What follows belongs to an exercise in optimizing a design on an open flow for small area, a short achievable clock period and few clock cycles per item; a production flow would make more cautious choices. Only simulation tests tie the RTL to the original design; equivalence was not proved. No activity file was given, so power comes from the tool's default toggle rates.

==> flow/design.v (outline; a module is shown in full before it is edited, if it fits) <==
// module binary_adder: 5 lines
// module adder_subtracter: 27 lines
// module mux2: 6 lines
// module sb16: 36 lines
// module ROM1: 15 lines
// module ROM2: 24 lines
// module mask_d: 45 lines
// module ACC: 122 lines
// module top_ALU: 32 lines
// module addressb: 54 lines
// module fau: 323 lines
// module inversion_rom: 21 lines
// module inversion_new: 145 lines
// module instruction_decoder: 71 lines
// module scalarconv_tnaf: 568 lines
// module scalarconv_top: 41 lines
// module processor: 85 lines
// module program_rom: 94 lines
// module ecsm_fsm: 213 lines
// module ecsm_processor: 24 lines
module ecsm_processor(clk, rst, en_ecsm, done_ecsm, addr, doutb, dina, wea);
  // ...
==> flow/run.sh <==
#!/bin/bash
# synth_recipe.tcl (not shown) runs the flow's synth.tcl, then flattens the netlist and writes it again
# the make line also repeats each setting of config.mk as NAME=value (left out here)
make -C /OpenROAD-flow-scripts/flow DESIGN_CONFIG=/design/flow/config.mk WORK_HOME=/design/flow/orfs CLKGATE_MAP_FILE= SYNTH_SCRIPT=/design/flow/synth_recipe.tcl finish
==> flow/config.mk <==
export PLATFORM = sky130hd
export DESIGN_NAME = ecsm_processor
export DESIGN_NICKNAME = ecsm_processor
export VERILOG_FILES = /design/flow/design.v
export SDC_FILE = /design/flow/constraint.sdc
export NUM_CORES = 4
export LEC_CHECK = 0
export ABC_AREA = 1
export CAP_MARGIN = 20
export CORE_MARGIN = 2
export CORE_UTILIZATION = 40
export SLEW_MARGIN = 20
==> flow/constraint.sdc <==
create_clock -name core_clock -period 10.0 [get_ports {clk}]
set_input_delay 2.0000 -clock core_clock [delete_from_list [all_inputs] [get_ports {clk}]]
set_output_delay 2.0000 -clock core_clock [all_outputs]
set_load 0.01 [all_outputs]
==> results.toml, run 1 <==
[route]
vias = 31630
first_pass_iters = 9
wl_met3_mm = 9.419
routed.top_layer = "met5"

[cells_and_area]
seq_share_pct = 28.52
num-nonclk-inverters = 530
layout_commonest_cell = "nand2_1"
stdcell_area_um2 = 35410
seq_cells = 425
reg.largest.list = "i_processor.FU.acc_e: 31 flops, i_processor.FU.acc_o: 31 flops"
drive_above_1_share_pct = 4.909
multi_input_area_um2 = 19370
final_util_pct = 44.68
nClkBuffers = 70

[grt]
grt_pass1_vias = 29220

[floorplan]
top_level_ports = 45
core_area_um2 = 79260
start_util_pct = 40.58

[critical_path]
end_kind = "register"
required_ps = 10340
rr_worst_depth = 30
cp.depth = 28
cp_top_family = "simple AND/OR/NAND/NOR gates"
r2r_start = "i_processor.SC.SC.state[2]"
slowest_stage = "fa_1"

[timing]
min_period_ps = 5584
drv_slew = 0

[clocking]
cts_tree = "done"
cts-buffers-inserted = 51
post_cts_buffers = 0
htreeDepth = 2

[pwr]
comb_power_share_pct = 37.5

[synth]
synth_compound_area_share_pct = 15.77
seq_area_frac_synth_pct = 31.40

[run_status]
status = "complete, no violations"

[placement]
dp_slack_ps = 3872
port_buffers = 44
Testbench counts, summed over its fixed seeds: cycles 9,358,612, items 12.
==> module ACC, before the edit <==
module ACC(clk, rst, rst_d_carry, en1, en2, clr1, clr2, R1set, lsb_en, lsb_en_mode, carry_en, mode, sel1, sel2, add, 
			  sel3, sel4, sel5, sel6, sel7, Tbit_sign,  mask, mask_d_en, Cen, Cshift, 
			  terminal_condition, ROM_sel, enable_flag_adjustment,
			  LSB_store, Tbit_no_sign, doutb, dina, b0_one, b1_zero, Tbit_pair, M4_out0, flag_adjustment,
			  CL, R2, R1, Tbit_no_sign_n);
input clk, rst, rst_d_carry;
input en1, en2, clr1, clr2, R1set, lsb_en, lsb_en_mode;
input [1:0] sel2, carry_en, mode;
input sel1, sel3, sel4, sel5, sel6, sel7, Tbit_sign, mask, mask_d_en, add, Cen, Cshift, terminal_condition, enable_flag_adjustment;
input [2:0] ROM_sel;
output LSB_store;				 
output Tbit_no_sign; 				 
input [15:0] doutb;
output [15:0] dina;
output b0_one, b1_zero; 	 
output [1:0] Tbit_pair;		 
output M4_out0;				 
output reg [1:0] flag_adjustment;	 
output [15:0] CL, R2, R1;
output Tbit_no_sign_n;
reg [15:0] R1, R2, CL, CU;
reg [4:0] T;
reg LSB_store, LSB_store_delayed, carryout1, carryout2;
reg d0_even;
wire [15:0] M1_out, M2_out, M3_out, M4_out, M5_out, sum_out, badd_out1, badd_out2, ROM_out;
wire [30:0] mult_out;
wire carry_in, carry_out, R1_lsb, R2_1_masked, R1_0_masked, R_carry, Tbit, Tbit_R_carry, Tbit_R_carry_d0_even, M4_out_lsb, en_T;
wire [4:0] masked_CL;
always @(posedge clk)
begin
	if(clr1) R1<=16'd0;
	else if(en1) R1<=doutb;
	else R1<=R1;
end	
always @(posedge clk)
begin
	if(clr2) R2<=16'd0;
	else if(en2) R2<=doutb;
	else R2<=R2;
end
always @(posedge clk)
begin
	if(lsb_en)
		LSB_store <= (lsb_en_mode) ? doutb[15] : doutb[0];
	else
		LSB_store <= LSB_store;
end
always @(posedge clk)
begin
	if(lsb_en)
		LSB_store_delayed <= LSB_store;
	else
		LSB_store_delayed <= LSB_store_delayed;
end
always @(posedge clk)
begin
	if(carry_en[0]==1'b1) carryout1<=carry_out;
	else carryout1<=carryout1;
end
always @(posedge clk)
begin
	if(carry_en==2'd2) carryout2<=carry_out;
	else carryout2<=carryout2;
end
always @(posedge clk)
begin
	if(carry_en==2'd3) d0_even <= ~doutb[0];
	else d0_even<=d0_even;
end
mask_d	mskd(clk, rst_d_carry, mask_d_en, R2[1], R1[0], doutb[0], Tbit_sign, terminal_condition,
				  R2_1_masked, R1_0_masked, R_carry, Tbit, Tbit_no_sign, Tbit_no_sign_n);
mux2 M1({R2[15:2],R2_1_masked,R2[0]}, {LSB_store,R2[15:2],R2_1_masked}, sel1, M1_out);
assign Tbit_R_carry = (sel7) ? Tbit : R_carry;
assign Tbit_R_carry_d0_even = ((sel7==1'b1) && (carry_en==2'd3)) ? d0_even : Tbit_R_carry;
assign carry_in = (sel2==2'd2) ? carryout2 
		 :(sel2==2'd1) ? carryout1
		 :(sel2==2'd0) ? 1'b0
		 :Tbit_R_carry_d0_even;
assign R1_lsb = (R1set) ? 1'b1 : R1_0_masked;
adder_subtracter	AS(M1_out, {R1[15:1],R1_lsb}, carry_in, add, sum_out, carry_out);
ROM1 RM(ROM_sel, ROM_out);
mux2 M2(R1, ROM_out, sel4, M2_out);
sb16 sb(R2, M2_out, mult_out);
mux2 M3(16'd0, CL, sel5, M3_out);
binary_adder badd1(mult_out[15:0], M3_out, badd_out1);
mux2 M4(sum_out, badd_out1, sel3, M4_out);
assign M4_out0 = M4_out[0];
assign M4_out_lsb = M4_out[0]^enable_flag_adjustment;
mux2 M5(16'd0, CU, sel5, M5_out);
binary_adder badd2({1'b0,mult_out[30:16]}, M5_out, badd_out2);
assign b0_one = (R2[7:0]==8'd1 || R2[7:0]==8'd255) ? 1'b1 : 1'b0;
assign b1_zero = ((R1[7:0]==8'd0)&(R_carry==1'b0))||((R1[7:0]==8'd255)&(R_carry==1'b1)) ? 1'b1 : 1'b0;
always @(posedge clk)
begin
	if(Cshift)
		{CU, CL} <= {16'd0, CU};
	else if (Cen)	
		{CU, CL} <= {badd_out2, M4_out[15:1], M4_out_lsb};
	else
		{CU, CL} <= {CU, CL};
end	
assign en_T = ((mode==2'd1) & (Cshift|Cen)) | ((mode==2'd0) & (Cshift));
always @(posedge clk)
begin
	if(en_T)
		T <= CL[15:11];
	else
		T <= T;
end		
always @(posedge clk)
begin
	if(rst)
		flag_adjustment <= 2'd0;
	else if(enable_flag_adjustment)
		flag_adjustment <= {flag_adjustment[0],M4_out_lsb};
	else	
		flag_adjustment <= flag_adjustment;
end
assign masked_CL = (mask) ? 5'd0 : CL[15:11];
assign dina = (sel6) ? {CL[10:0],T} : {masked_CL,CL[10:0]};
assign Tbit_pair = {LSB_store, LSB_store_delayed};
endmodule
==> module fau, before the edit <==
module fau(clk, rst, mode, baseA, baseB, baseD, doutb, addr, dina, wea, done);
input clk, rst;
input [1:0] mode;
input [7:0] baseA, baseB, baseD;
input [15:0] doutb;
output [7:0] addr;
output reg [15:0] dina;
output wea;
output done;
localparam [7:0] TEMP = 8'd234;
localparam [3:0] S_IDLE = 4'd0, S_MUL = 4'd1, S_MULEND = 4'd2, S_SQP = 4'd3, S_SQR = 4'd4,
                 S_SQC = 4'd5, S_ADD = 4'd6, S_CPY = 4'd7, S_DONE = 4'd10;
localparam [4:0] T_NONE = 5'd0, T_RD = 5'd1, T_PE = 5'd2, T_PO = 5'd3, T_RDB = 5'd4,
                 T_RDC = 5'd5, T_L0 = 5'd6, T_L1 = 5'd7, T_FX0 = 5'd8, T_FX1 = 5'd9,
                 T_MW0 = 5'd10, T_MW1 = 5'd11, T_WH = 5'd12, T_SG = 5'd13, T_SQH = 5'd14,
                 T_WX = 5'd15, T_SQ8 = 5'd16;
localparam [1:0] B_A = 2'd0, B_B = 2'd1, B_D = 2'd2, B_T = 2'd3;
localparam [1:0] O_IA = 2'd0, O_JB = 2'd1, O_I = 2'd2, O_WC = 2'd3;
reg [3:0] state;
reg [4:0] i, ia, jb, p, wc;
reg whi;
reg [1:0] slot;
reg nxtA, bnd, podd, firstel;
reg [2:0] wq;
reg qhi;                 
reg [3:0] ms;            
reg [7:0] addr_r, bD;
reg s_mw0, s_mw1, s_wh;    
reg we_r;
reg [4:0] tag1, tag2;
reg [1:0] gs1, gs2;      
reg [1:0] n_bs, n_os;
reg n_we;
reg [4:0] n_tag;
reg [1:0] n_gs;
assign addr = addr_r;
assign wea = we_r;
assign done = (state == S_DONE);
wire is_bnd = nxtA ? (ia == 5'd17) : (jb == 5'd0);
wire [4:0] pn = p + 5'd1;
wire [5:0] cn = {pn, 1'b0} - 6'd17;    
wire wbs_hi = whi;
always @* begin
  n_bs = B_D;
  n_os = O_WC;
  n_we = 1'b0;
  n_tag = T_NONE;
  n_gs = 2'd0;
  case (state)
    S_MUL: begin
      if (wq != 3'd0) begin
        if (!qhi) begin
          n_we = 1'b1; n_bs = B_T; n_os = O_WC;
          n_tag = (wq == 3'd2) ? T_MW0 : T_MW1;
        end else if (wq[2]) begin
          n_bs = B_T; n_os = O_I; n_tag = T_L0; n_gs = (i == 5'd0) ? 2'd1 : 2'd0;
        end else if (wq == 3'd3) begin
          n_bs = B_T; n_os = O_I; n_tag = T_L1;
        end else begin
          n_we = 1'b1; n_bs = B_D; n_os = O_WC; n_tag = (wq == 3'd2) ? T_WX : T_WH;
        end
      end else begin
        n_bs = nxtA ? B_A : B_B; n_os = nxtA ? O_IA : O_JB;
        n_tag = firstel ? T_RD : (podd ? T_PO : T_PE);
      end
    end
    S_MULEND: begin
      case (ms)
        4'd1: begin n_bs = B_T; n_os = O_I; n_tag = T_L0; end
        4'd2: begin n_bs = B_T; n_os = O_I; n_tag = T_L1; n_gs = 2'd3; end
        4'd3: begin n_we = 1'b1; n_tag = T_WX; end
        4'd4: begin n_we = 1'b1; n_tag = T_WH; end
        4'd5: begin n_bs = B_D; n_os = O_I; n_tag = T_FX0; end
        4'd6: begin n_bs = B_D; n_os = O_I; n_tag = T_FX1; end
        4'd7: begin n_we = 1'b1; n_tag = T_WX; end
        4'd8: begin n_we = 1'b1; n_tag = T_WH; end
        default: ;
      endcase
    end
    S_SQP: begin
      n_bs = B_A;
      case (slot)
        2'd0: begin n_tag = T_RD;  n_os = O_IA; end    
        2'd1: begin n_tag = T_SG;  n_os = O_IA; end    
        2'd2: begin n_tag = T_SQ8; n_os = O_IA; end    
        default: begin n_tag = T_RD; n_os = O_JB; end  
      endcase
    end
    S_SQR: begin
      case (slot)
        2'd0: begin
          n_tag = T_SQH; n_bs = B_A; n_os = O_IA;
          n_gs = (i == 5'd0) ? 2'd1 : (i == 5'd8) ? 2'd3 : 2'd0;
        end
        2'd1: begin
          n_bs = B_A; n_os = O_JB;
          if (i != 5'd8) n_tag = T_RD;
        end
        2'd2: begin n_we = 1'b1; n_tag = T_WX; n_bs = whi ? B_D : B_T; n_os = O_WC; end
        default: begin n_we = 1'b1; n_tag = T_WH; n_bs = whi ? B_D : B_T; n_os = O_WC; end
      endcase
    end
    S_SQC: begin
      if (slot == 2'd0) begin
        n_bs = B_T; n_os = O_I;
        if (i != 5'd10) n_tag = T_RDC;
      end else begin
        if (i != 5'd0) begin n_we = 1'b1; n_tag = T_WX; end
      end
    end
    S_ADD: begin
      if (slot == 2'd0) begin
        n_bs = B_A; n_os = O_I;
        if (i != 5'd18) n_tag = T_RD;
      end else if (slot == 2'd1) begin
        n_bs = B_B; n_os = O_I;
        if (i != 5'd18) n_tag = T_RDB;
      end else begin
        if (i != 5'd0) begin n_we = 1'b1; n_tag = T_WX; end
      end
    end
    S_CPY: begin
      if (slot == 2'd0) begin
        n_bs = B_A; n_os = O_I;
        if (i != 5'd18) n_tag = T_RDC;
      end else begin
        if (i != 5'd0) begin n_we = 1'b1; n_tag = T_WX; end
      end
    end
    default: ;
  endcase
end
wire [7:0] n_base = (n_bs == B_A) ? baseA : (n_bs == B_B) ? baseB : (n_bs == B_D) ? bD : TEMP;
wire [4:0] n_off = (n_os == O_IA) ? ia : (n_os == O_JB) ? jb : (n_os == O_I) ? i : wc;
always @(posedge clk) begin
  if (rst) begin
    state <= S_IDLE;
    i <= 5'd0; slot <= 2'd0; p <= 5'd0; wc <= 5'd0; whi <= 1'b0;
    ia <= 5'd0; jb <= 5'd1; nxtA <= 1'b0; bnd <= 1'b0; podd <= 1'b1; firstel <= 1'b1;
    wq <= 3'd0; qhi <= 1'b0; ms <= 4'd0;
  end else begin
    if (n_we) wc <= wc + 5'd1;
    case (state)
      S_IDLE: begin
        bD <= baseD;
        case (mode)
          2'd0: begin state <= S_MUL; whi <= 1'b0; end
          2'd1: begin state <= S_SQP; whi <= 1'b0; ia <= 5'd16; jb <= 5'd0; end
          2'd2: begin state <= S_ADD; whi <= 1'b1; end
          default: begin state <= S_CPY; whi <= 1'b1; end
        endcase
      end
      S_MUL: begin
        if (wq != 3'd0) begin
          wq <= wq - 3'd1;
          if (!qhi && wc == 5'd17) wc <= 5'd0;
          if (qhi && wq[2:1] != 2'd1) i <= i + 5'd1;
        end else begin
          if (nxtA) ia <= ia + 5'd1; else jb <= jb - 5'd1;
          nxtA <= ~nxtA;
          if (!firstel) podd <= ~podd;
          firstel <= 1'b0;
          if (is_bnd) bnd <= 1'b1;
          if (bnd) begin
            bnd <= 1'b0;
            firstel <= 1'b1;
            if (p == 5'd17) begin
              state <= S_MULEND; ms <= 4'd0;
            end else begin
              p <= pn;
              if (pn <= 5'd8) begin
                nxtA <= 1'b0; ia <= 5'd0; jb <= {pn[3:0], 1'b1}; podd <= 1'b1;
              end else begin
                nxtA <= 1'b1; ia <= cn[4:0]; jb <= 5'd17; podd <= 1'b0;
              end
            end
          end else if (firstel && p != 5'd0) begin
            wq <= (p >= 5'd10) ? 3'd4 : 3'd2;
            qhi <= (p >= 5'd10);
          end
        end
      end
      S_MULEND: begin
        ms <= ms + 4'd1;
        if (ms == 4'd1) i <= i + 5'd1;
        if (ms == 4'd2) i <= 5'd0;
        if (ms == 4'd4) wc <= 5'd0;
        if (ms == 4'd5) i <= i + 5'd1;
        if (ms == 4'd8) state <= S_DONE;
      end
      S_SQP: begin
        slot <= slot + 2'd1;
        case (slot)
          2'd0: ia <= 5'd17;
          2'd1: ia <= 5'd8;
          2'd2: ia <= 5'd9;
          default: begin jb <= 5'd1; state <= S_SQR; i <= 5'd0; end
        endcase
      end
      S_SQR: begin
        slot <= slot + 2'd1;
        if (slot == 2'd0) ia <= ia + 5'd1;
        if (slot == 2'd1) jb <= jb + 5'd1;
        if (slot == 2'd3 && wc == 5'd9) whi <= 1'b1;
        if (slot == 2'd3) begin
          if (i == 5'd8) begin state <= S_SQC; i <= 5'd0; slot <= 2'd0; wc <= 5'd0; end
          else i <= i + 5'd1;
        end
      end
      S_SQC: begin
        if (slot == 2'd1) begin
          slot <= 2'd0;
          if (i == 5'd10) state <= S_DONE;
          else i <= i + 5'd1;
        end else slot <= slot + 2'd1;
      end
      S_ADD: begin
        if (slot == 2'd2) begin
          slot <= 2'd0;
          if (i == 5'd18) state <= S_DONE;
          else i <= i + 5'd1;
        end else slot <= slot + 2'd1;
      end
      S_CPY: begin
        if (slot == 2'd1) begin
          slot <= 2'd0;
          if (i == 5'd18) state <= S_DONE;
          else i <= i + 5'd1;
        end else slot <= slot + 2'd1;
      end
      default: ;
    endcase
  end
end
always @(posedge clk) begin
  if (rst) begin
    we_r <= 1'b0; tag1 <= T_NONE; tag2 <= T_NONE; gs1 <= 2'd0; gs2 <= 2'd0;
  end else begin
    we_r <= n_we; tag1 <= n_tag; tag2 <= tag1; gs1 <= n_gs; gs2 <= gs1;
  end
  s_mw0 <= (n_tag == T_MW0);
  s_mw1 <= (n_tag == T_MW1);
  s_wh <= (n_tag == T_WH);
  addr_r <= n_base + {3'b000, n_off};
end
reg [15:0] W, X, SQ, Hm, Pm1, Pm2;
reg [30:0] acc_e, acc_o;
reg [10:0] G;
wire [30:0] prod;
sb16 mul(W, doutb, prod);
function [15:0] fold;    
input [15:0] h, hp;
begin
  fold = h ^ {h[10:0], hp[15:11]} ^ {h[8:0], hp[15:9]} ^ {h[3:0], hp[15:4]};
end
endfunction
function [15:0] spread8;
input [7:0] a;
integer k;
begin
  spread8 = 16'd0;
  for (k = 0; k < 8; k = k + 1) spread8[2*k] = a[k];
end
endfunction
wire is_sq = (tag2 == T_SQH) || (tag2 == T_SG);
wire [15:0] lo_in = spread8(doutb[7:0]);
wire [15:0] hi_in = spread8(doutb[15:8]);
wire [15:0] loS = spread8(SQ[7:0]);
wire [15:0] hiS = spread8(SQ[15:8]);
wire [15:0] loW = spread8(W[7:0]);
wire [15:0] hiW = spread8(W[15:8]);
wire [15:0] Pw0 = acc_e[15:0];
wire [15:0] Pw1 = acc_o[15:0] ^ {1'b0, acc_e[30:16]};
wire [15:0] Hsq_m1 = (gs2 == 2'd1) ? 16'd0 : {hiS[10:0], loS[15:11]};    
wire [15:0] Hsq_0  = {lo_in[10:0], hiS[15:11]};                         
wire [15:0] Hsq_1  = {hi_in[10:0], lo_in[15:11]};                       
wire [15:0] Hm_m1 = (gs2 == 2'd1) ? 16'd0 : {Pm1[10:0], Pm2[15:11]};    
wire [15:0] Hm_0  = {Pw0[10:0], Pm1[15:11]};                            
wire [15:0] Hm_1  = {Pw1[10:0], Pw0[15:11]};                            
wire [15:0] fa = is_sq ? fold(Hsq_0, Hsq_m1) : fold(Hm_0, Hm_m1);
wire [15:0] fb = is_sq ? fold(Hsq_1, Hsq_0) : fold(Hm_1, Hm_0);
wire [15:0] H16 = is_sq ? {lo_in[10:0], hiW[15:11]} : Hm_0;
wire [15:0] H17 = is_sq ? {hi_in[10:0], lo_in[15:11]} : Hm_1;
wire [15:0] F17 = fold(H17, H16);
wire [15:0] F18w = (H17 >> 11) ^ (H17 >> 9) ^ (H17 >> 4);
wire [5:0]  F18 = F18w[5:0];
wire [15:0] Gf0 = {5'd0, G} ^ {G, 5'd0} ^ {G[8:0], 7'd0} ^ {G[3:0], 12'd0};
wire [15:0] Gf1 = {14'd0, G[10:9]} ^ {9'd0, G[10:4]};
wire [15:0] Rm1a = doutb ^ fb;
wire [15:0] Rm1 = (gs2 == 2'd3) ? {5'd0, Rm1a[10:0]} : Rm1a;
wire [15:0] Rs0 = loW ^ fa ^ ((gs2 == 2'd1) ? Gf0 : 16'd0);
wire [15:0] Rs1a = hiW ^ fb ^ ((gs2 == 2'd1) ? Gf1 : 16'd0);
wire [15:0] Rs1 = (gs2 == 2'd3) ? {5'd0, Rs1a[10:0]} : Rs1a;
always @(posedge clk) begin
  case (tag2)
    T_RD:  W <= doutb;
    T_PE: begin acc_e <= acc_e ^ prod; W <= doutb; end
    T_PO: begin acc_o <= acc_o ^ prod; W <= doutb; end
    T_RDB: X <= W ^ doutb;
    T_RDC: X <= doutb;
    T_L0: begin X <= doutb ^ fa; G <= {F18, F17[15:11]}; end
    T_L1: Hm <= Rm1;
    T_FX0: X <= doutb ^ Gf0;
    T_FX1: Hm <= doutb ^ Gf1;
    T_SG: G <= {F18, F17[15:11]};
    T_SQ8: SQ <= doutb;
    T_SQH: begin X <= Rs0; Hm <= Rs1; SQ <= doutb; end
    default: ;
  endcase
  if (tag1 == T_MW1 || tag1 == T_WH || rst) begin
    acc_e <= rst ? 31'd0 : {16'd0, acc_o[30:16]};
    acc_o <= 31'd0;
    Pm2 <= Pw0;
    Pm1 <= Pw1;
  end
end
always @* begin
  if (s_mw0) dina = acc_e[15:0];
  else if (s_mw1) dina = acc_o[15:0] ^ {1'b0, acc_e[30:16]};
  else if (s_wh) dina = Hm;
  else dina = X;
end
endmodule
==> module program_rom, before the edit <==
module program_rom(prog_addr, inst, addr_opa, addr_opb, addr_res);
input  [6:0] prog_addr;
output [2:0] inst;
output [3:0] addr_opa, addr_opb, addr_res;
reg [14:0] word;
always @*
begin
  case(prog_addr)
    7'd0: word = {3'b111, 4'd3, 4'd0, 4'd1};  
    7'd1: word = {3'b011, 4'd6, 4'd10, 4'd0};  
    7'd2: word = {3'b011, 4'd8, 4'd11, 4'd0};  
    7'd3: word = {3'b001, 4'd6, 4'd10, 4'd6};  
    7'd4: word = {3'b100, 4'd7, 4'd6, 4'd0};  
    7'd5: word = {3'b001, 4'd1, 4'd11, 4'd8};  
    7'd6: word = {3'b010, 4'd9, 4'd1, 4'd7};  
    7'd7: word = {3'b011, 4'd1, 4'd9, 4'd0};  
    7'd8: word = {3'b001, 4'd1, 4'd1, 4'd9};  
    7'd9: word = {3'b001, 4'd6, 4'd6, 4'd1};  
    7'd10: word = {3'b001, 4'd1, 4'd6, 4'd10};  
    7'd11: word = {3'b010, 4'd8, 4'd9, 4'd1};  
    7'd12: word = {3'b001, 4'd8, 4'd8, 4'd6};  
    7'd13: word = {3'b001, 4'd8, 4'd8, 4'd11};  
    7'd14: word = {3'b010, 4'd7, 4'd7, 4'd10};  
    7'd15: word = {3'b001, 4'd9, 4'd9, 4'd7};  
    7'd16: word = {3'b011, 4'd1, 4'd7, 4'd0};  
    7'd17: word = {3'b001, 4'd7, 4'd7, 4'd1};  
    7'd18: word = {3'b001, 4'd7, 4'd7, 4'd6};  
    7'd19: word = {3'b001, 4'd1, 4'd7, 4'd10};  
    7'd20: word = {3'b010, 4'd9, 4'd9, 4'd1};  
    7'd21: word = {3'b001, 4'd9, 4'd9, 4'd7};  
    7'd22: word = {3'b001, 4'd9, 4'd9, 4'd11};  
    7'd23: word = {3'b001, 4'd9, 4'd9, 4'd10};  
    7'd24: word = {3'b001, 4'd11, 4'd10, 4'd11};  
    7'd25: word = {3'b001, 4'd1, 4'd10, 4'd11};  
    7'd26: word = {3'b010, 4'd10, 4'd10, 4'd12};  
    7'd27: word = {3'b011, 4'd1, 4'd12, 4'd0};  
    7'd28: word = {3'b010, 4'd11, 4'd11, 4'd1};  
    7'd29: word = {3'b011, 4'd11, 4'd11, 4'd0};  
    7'd30: word = {3'b011, 4'd11, 4'd11, 4'd0};  
    7'd31: word = {3'b011, 4'd10, 4'd10, 4'd0};  
    7'd32: word = {3'b011, 4'd10, 4'd10, 4'd0};  
    7'd33: word = {3'b011, 4'd12, 4'd12, 4'd0};  
    7'd34: word = {3'b011, 4'd12, 4'd12, 4'd0};  
    7'd35: word = {3'b101, 4'd3, 4'd6, 4'd0};  
    7'd36: word = {3'b101, 4'd4, 4'd8, 4'd0};  
    7'd37: word = {3'b001, 4'd5, 4'd6, 4'd8};  
    7'd38: word = {3'b101, 4'd3, 4'd7, 4'd0};  
    7'd39: word = {3'b101, 4'd4, 4'd9, 4'd0};  
    7'd40: word = {3'b001, 4'd5, 4'd7, 4'd9};  
    7'd41: word = {3'b101, 4'd3, 4'd6, 4'd0};  
    7'd42: word = {3'b101, 4'd5, 4'd8, 4'd0};  
    7'd43: word = {3'b001, 4'd4, 4'd6, 4'd8};  
    7'd44: word = {3'b101, 4'd3, 4'd7, 4'd0};  
    7'd45: word = {3'b101, 4'd5, 4'd9, 4'd0};  
    7'd46: word = {3'b001, 4'd4, 4'd7, 4'd9};  
    7'd47: word = {3'b011, 4'd1, 4'd12, 4'd0};  
    7'd48: word = {3'b010, 4'd1, 4'd1, 4'd4};  
    7'd49: word = {3'b001, 4'd1, 4'd1, 4'd11};  
    7'd50: word = {3'b010, 4'd2, 4'd12, 4'd3};  
    7'd51: word = {3'b001, 4'd2, 4'd2, 4'd10};  
    7'd52: word = {3'b011, 4'd10, 4'd2, 4'd0};  
    7'd53: word = {3'b001, 4'd10, 4'd10, 4'd1};  
    7'd54: word = {3'b010, 4'd2, 4'd2, 4'd12};  
    7'd55: word = {3'b010, 4'd10, 4'd10, 4'd2};  
    7'd56: word = {3'b010, 4'd11, 4'd1, 4'd2};  
    7'd57: word = {3'b011, 4'd1, 4'd1, 4'd0};  
    7'd58: word = {3'b001, 4'd10, 4'd10, 4'd1};  
    7'd59: word = {3'b011, 4'd12, 4'd2, 4'd0};  
    7'd60: word = {3'b010, 4'd2, 4'd3, 4'd12};  
    7'd61: word = {3'b001, 4'd2, 4'd2, 4'd10};  
    7'd62: word = {3'b001, 4'd11, 4'd11, 4'd12};  
    7'd63: word = {3'b010, 4'd11, 4'd11, 4'd2};  
    7'd64: word = {3'b011, 4'd1, 4'd12, 4'd0};  
    7'd65: word = {3'b010, 4'd1, 4'd1, 4'd5};  
    7'd66: word = {3'b001, 4'd11, 4'd11, 4'd1};  
    7'd67: word = {3'b101, 4'd6, 4'd12, 4'd0};  
    7'd68: word = {3'b100, 4'd7, 4'd6, 4'd0};  
    7'd69: word = {3'b010, 4'd10, 4'd10, 4'd7};  
    7'd70: word = {3'b011, 4'd7, 4'd7, 4'd0};  
    7'd71: word = {3'b010, 4'd11, 4'd11, 4'd7};  
    7'd72: word = {3'b101, 4'd10, 4'd6, 4'd0};  
    7'd73: word = {3'b101, 4'd11, 4'd8, 4'd0};  
    7'd74: word = {3'b101, 4'd10, 4'd7, 4'd0};  
    7'd75: word = {3'b101, 4'd11, 4'd9, 4'd0};  
    7'd76: word = {3'b101, 4'd1, 4'd6, 4'd0};  
    7'd77: word = {3'b101, 4'd2, 4'd8, 4'd0};  
    default: word = 15'd0;
  endcase
end
assign inst     = word[14:12];
assign addr_res = word[11:8];
assign addr_opa = word[7:4];
assign addr_opb = word[3:0];
endmodule
==> run 2: changes to the inputs <==
--- a/flow/design.v
+++ b/flow/design.v
@@ -178,3 +178,4 @@
 output Tbit_no_sign_n;
-reg [15:0] R1, R2, CL, CU;
+reg [15:0] R1, R2, CL;
+wire [15:0] CU = 16'd0;	 
 reg [4:0] T;
@@ -253,7 +254,7 @@
 	if(Cshift)
-		{CU, CL} <= {16'd0, CU};
+		CL <= CU;
 	else if (Cen)	
-		{CU, CL} <= {badd_out2, M4_out[15:1], M4_out_lsb};
+		CL <= {M4_out[15:1], M4_out_lsb};
 	else
-		{CU, CL} <= {CU, CL};
+		CL <= CL;
 end	
@@ -386,3 +387,4 @@
 reg [4:0] i, ia, jb, p, wc;
-reg whi;
+reg whi;                 
+reg sqd;                 
 reg [1:0] slot;
@@ -392,2 +394,3 @@
 reg [3:0] ms;            
+wire is_mul = (state == S_MUL) || (state == S_MULEND);
 reg [7:0] addr_r, bD;
@@ -513,3 +516,3 @@
           2'd0: begin state <= S_MUL; whi <= 1'b0; end
-          2'd1: begin state <= S_SQP; whi <= 1'b0; ia <= 5'd16; jb <= 5'd0; end
+          2'd1: begin state <= S_SQP; whi <= (baseA != baseD); sqd <= (baseA != baseD); ia <= 5'd16; jb <= 5'd0; end
           2'd2: begin state <= S_ADD; whi <= 1'b1; end
@@ -571,3 +574,3 @@
         if (slot == 2'd3) begin
-          if (i == 5'd8) begin state <= S_SQC; i <= 5'd0; slot <= 2'd0; wc <= 5'd0; end
+          if (i == 5'd8) begin state <= sqd ? S_DONE : S_SQC; i <= 5'd0; slot <= 2'd0; wc <= 5'd0; end
           else i <= i + 5'd1;
@@ -611,3 +614,5 @@
 end
-reg [15:0] W, X, SQ, Hm, Pm1, Pm2;
+reg [15:0] W, X, SQ, Hm;
+reg [4:0] Pm2;          
+wire [15:0] Pm1 = SQ;
 reg [30:0] acc_e, acc_o;
@@ -642,3 +647,3 @@
 wire [15:0] Hsq_1  = {hi_in[10:0], lo_in[15:11]};                       
-wire [15:0] Hm_m1 = (gs2 == 2'd1) ? 16'd0 : {Pm1[10:0], Pm2[15:11]};    
+wire [15:0] Hm_m1 = (gs2 == 2'd1) ? 16'd0 : {Pm1[10:0], Pm2};           
 wire [15:0] Hm_0  = {Pw0[10:0], Pm1[15:11]};                            
@@ -675,7 +680,7 @@
   endcase
-  if (tag1 == T_MW1 || tag1 == T_WH || rst) begin
+  if (tag1 == T_MW1 || (tag1 == T_WH && is_mul) || rst) begin
     acc_e <= rst ? 31'd0 : {16'd0, acc_o[30:16]};
     acc_o <= 31'd0;
-    Pm2 <= Pw0;
-    Pm1 <= Pw1;
+    Pm2 <= Pw0[15:11];
+    SQ <= Pw1;
   end
@@ -1657,8 +1662,8 @@
     7'd28: word = {3'b010, 4'd11, 4'd11, 4'd1};  
-    7'd29: word = {3'b011, 4'd11, 4'd11, 4'd0};  
-    7'd30: word = {3'b011, 4'd11, 4'd11, 4'd0};  
-    7'd31: word = {3'b011, 4'd10, 4'd10, 4'd0};  
-    7'd32: word = {3'b011, 4'd10, 4'd10, 4'd0};  
-    7'd33: word = {3'b011, 4'd12, 4'd12, 4'd0};  
-    7'd34: word = {3'b011, 4'd12, 4'd12, 4'd0};  
+    7'd29: word = {3'b011, 4'd1, 4'd11, 4'd0};  
+    7'd30: word = {3'b011, 4'd11, 4'd1, 4'd0};  
+    7'd31: word = {3'b011, 4'd1, 4'd10, 4'd0};  
+    7'd32: word = {3'b011, 4'd10, 4'd1, 4'd0};  
+    7'd33: word = {3'b011, 4'd1, 4'd12, 4'd0};  
+    7'd34: word = {3'b011, 4'd12, 4'd1, 4'd0};  
     7'd35: word = {3'b101, 4'd3, 4'd6, 4'd0};  
==> run 2 against run 1 <==
  * Via count increased by 0.91%
  * Design area is 0.28% lower
  * Still clean on timing, DRC and antenna
  * Highest routed layer is now met4
  * Critical path type unchanged
  * Routed wire length rose by 1.9%
==> results.toml, run 2 <==
[grt]
overflow = 0
antenna_found_initial = 0
grt_util_all_layers_pct = 26.15
grt_start_max_net_pins = 70
grt_pass1_wl_mm = 171.4
grt_pass1_vias = 29140

[pwr]
peakVddDrop_v = 0.0002331
cellPowerDensity_nw_per_um2 = 175.6
power.leakage_nw = 15.06

[clocking]
cts_resized = 0
cts-buffers-inserted = 51
post_cts_buffers = 0
clock_path_buffers = 3
clockRootBuffer = "clkbuf_16"
clk_pin_slew_ps = 60
cts_tree = "done"
hold_buffers = 0
htreeDepth = 2
insertion_delay_ps = 630
clock_sinks = 418

[route]
wl_per_cell_um = 19.00
vias = 31920
drtAntennaViolNets = 0
first_pass_iters = 6
drt_iter0_markers = 3555
route.detailed.drc = 0
routed_via_density = 5.492
wl_mm = 110.4

[cells_and_area]
multi_input_area_um2 = 19740
final_util_pct = 44.56
stdcell_area_um2 = 35310
reg.largest.list = "i_processor.FU.acc_e: 31 flops, i_processor.FU.acc_o: 31 flops"
nets = 4843
drive_above_1_share_pct = 5.250
layout_commonest_cell = "nand2_1"
nFillCells = 8306
diodes = 0
mostFrequentLayoutCells = "nand2_1 (1134), nor2_1 (566), inv_1 (507), o21ai_0 (330), dfxtp_1 (281)"
syn_to_final_growth_pct = 9.770
regArea_um2 = 9731

[min_path]
hold_end = "i_processor.ALU.AL.mskd.mask_d_en_delayed"
worstHoldStart = "i_processor.SC.SC.mask_d_en"
min_path_type = "register to register"
min_path_cells = 0

[floorplan]
start_util_pct = 40.59
die_area_um2 = 82710
rows = 103
die_w_um = 287.6
die_h_um = 287.6
top_level_ports = 45
core_area_um2 = 79260

[synth]
yosys_most_used_dff = "dfxtp_1"
yosysWarnings = 15
syn_nets = 4888
yosysMostFrequentCell = "nand2_1"
syn_area_per_cell_um2 = 6.751
synthCells = 4765
synth.area.top_cells = "dfxtp_1 (18%), nand2_1 (13%), edfxtp_1 (13%), nor2_1 (6.7%), xor2_1 (6.4%)"
seq_area_frac_synth_pct = 30.24
yosysTopAreaCell = "dfxtp_1"
synth_seq_cells = 418
synth-edff-count = 136
synth_cell_type_count = 71
ys_top_cells_by_count = "nand2_1 (1134), nor2_1 (570), inv_1 (507)"
async_flop_share_pct = 0
syn_area_um2 = 32170
netlist.area_leader.share_pct = 17.55

[timing]
period_share_pct = 54.17
rsz0062_at_grt = "false"
min_period_ps = 5417
clock.fmax_mhz = 184.6
hold_violations = 0
setup_tns_ps = 0
worst_pin_slew_ps = 1058
setup_viol = 0
drv_slew = 0
relSlewSlack_pct = 29.24
finClkSkew_ps = 39.99

[critical_path]
rr_worst_depth = 31
reg2reg_slack_ps = 4590
startpoint_type = "primary input"
crit_chain = "clkdlybuf4s50_1, buf_4, xor2_1, nand2_1, o21ai_0, nand2_1, xor2_1, ha_1, nand2_1, o21ai_0, inv_1, o21ai_0, inv_1, o21ai_0, nand4_1, nand2_1, nand2_1, nand2_1, xor2_1"
r2r_start = "i_processor.SC.SC.state[4]"
path_max_fanout = 27
slowest_stage = "clkdlybuf4s50_1"
max_stage_delay_ps = 460
reg2reg_to = "i_processor.address_SC_r[6]"
required_ps = 10310
crit_type = "primary input to register"
end_kind = "register"
cp.arrival_ps = 5720
worst_path_most_repeated_cell = "nand2_1"

[job]
drv_cap = 0

[placement]
hpwl_mm = 80.48
finalWeightedCongestion = 0.9904
port_buffers = 44
placed_area_um2 = 33610

[run_status]
status = "complete, no violations"
## run 2: changes by cell type in the layout (fill, tap and decap cells not counted), moves of 8 or more
| cell | change |
|---|---|
| nand2_1 | +14 |
| o21ai_0 | +12 |
| a21oi_1 | +8 |
| nand3_1 | -14 |
| o21ai_1 | -8 |
| nor2_1 | +26 |
| dfxtp_1 | +15 |
| nand4_1 | -8 |
| edfxtp_1 | -23 |
## run 2: per-stage QoR
| step | setup slack, ps | std cells | hold slack [ps] | total power, W |
|---|---|---|---|---|
| 6_report | 4583 | 5812 | 367.2 | 0.006199 |
| 4_1_cts | 4610 | 5811 | 366.9 | 0.006147 |
| 3_5_place_dp | 3976 | 5716 | 362.3 | 0.004258 |
| 2_1_floorplan | 5146 | 4765 | 350.8 | 0.003555 |
| 5_1_grt | 4168 | 5812 | 382.7 | 0.006567 |
| 3_3_place_gp | 4016 | 5715 | 362.7 | 0.004299 |
## run 2: cell type report
class | instances | area share, %
repair buffers | 96 | 2.388
clock buffers | 60 | 3.979
multi-input cells | 3618 | 55.89
flip-flops and latches | 418 | 27.55
inverters | 535 | 5.687
clock inverters | 35 | 0.7866
well taps | 1050 | 3.720
## run 2: how the worst max path moves through the flow
stage | from | endpoint | depth (start not counted)
floorplan | doutb[0] | i_processor.ALU.AL.carryout1 | 18
global placement | doutb[0] | i_processor.ALU.AL.carryout1 | 19
detailed placement | doutb[0] | i_processor.ALU.AL.carryout1 | 19
CTS | doutb[0] | i_processor.ALU.AL.carryout1 | 19
global route | i_processor.SC.SC.state[4] | i_processor.address_SC_r[7] | 30
finish | doutb[0] | i_processor.ALU.AL.carryout2 | 19
## run 2: kinds of logic after synthesis
kind of cell | after synthesis | share of synthesized area, %
AO/OA/AOI/OAI | 886 | 16.44
multiplexers | 5 | 0.1595
buffers and inverters | 729 | 8.576
XOR/XNOR | 461 | 12.55
AND/OR/NAND/NOR | 2162 | 27.89
adder cells (fa/ha/maj) | 104 | 4.138
flip-flops | 418 | 30.24
## run 2: power by group
part	total [W]	switching [W]	internal [W]	leakage, nW
clock network	0.00188	0.000813	0.00107	0.814
logic	0.00236	0.00165	0.000707	10.6
registers	0.00196	0.0000828	0.00188	3.68
total	0.00620	0.00255	0.00365	15.1
## run 2: critical path: cells and delay by family
family	cells	cell delay [ps]
compound gates	4	1160
xor+xnor	3	500
buf+inv	4	1010
fa+ha+maj	1	340
simple gates	7	690
## run 2: routing by layer
metal / vias up / GRT usage (%) / wire length (um)
met2: 1387 / 40.01 / 47440
li1: 15540 / - / -
met3: 178 / 3.732 / 9260
met4: 0 / 6.328 / 2577
met5: - / 0 / 0
met1: 14810 / 38.45 / 51150
Testbench counts of run 2, summed over its fixed seeds: cycles 8,978,804, items 12.

## afterwards: timing with drivers on the ports
No port has a modelled driver above. Below, the same layouts with a new extraction and two added sets of constraints. Step 1: set_driving_cell puts a clkbuf_16 on clk and a buf_2 on each other input, an assumption about the parent block. Step 2, shift: input delay + t, output delay - t, t = (earliest + latest rising clock arrival at the registers) / 2. This alone moves slack from input paths to output paths. Three values: ideal ports, drivers, drivers and shift; two values: the first two.
run	shift t [ns]	setup WS [ns]	hold slack, ns	clock arrival spread, ns	pins driven straight from the clock port
run 1	0.673	4.416 / 4.458 / 3.784	0.369 / 0.369 / 0.369	0.046 / 0.045	1
run 2	0.676	4.583 / 4.589 / 3.949	0.367 / 0.367 / 0.367	0.042 / 0.042	1
After both steps setup and hold are still met in every run listed. The setup slack of run 2, which loses most, moves by +0.006 ns with the drivers and by -0.634 ns with both steps.
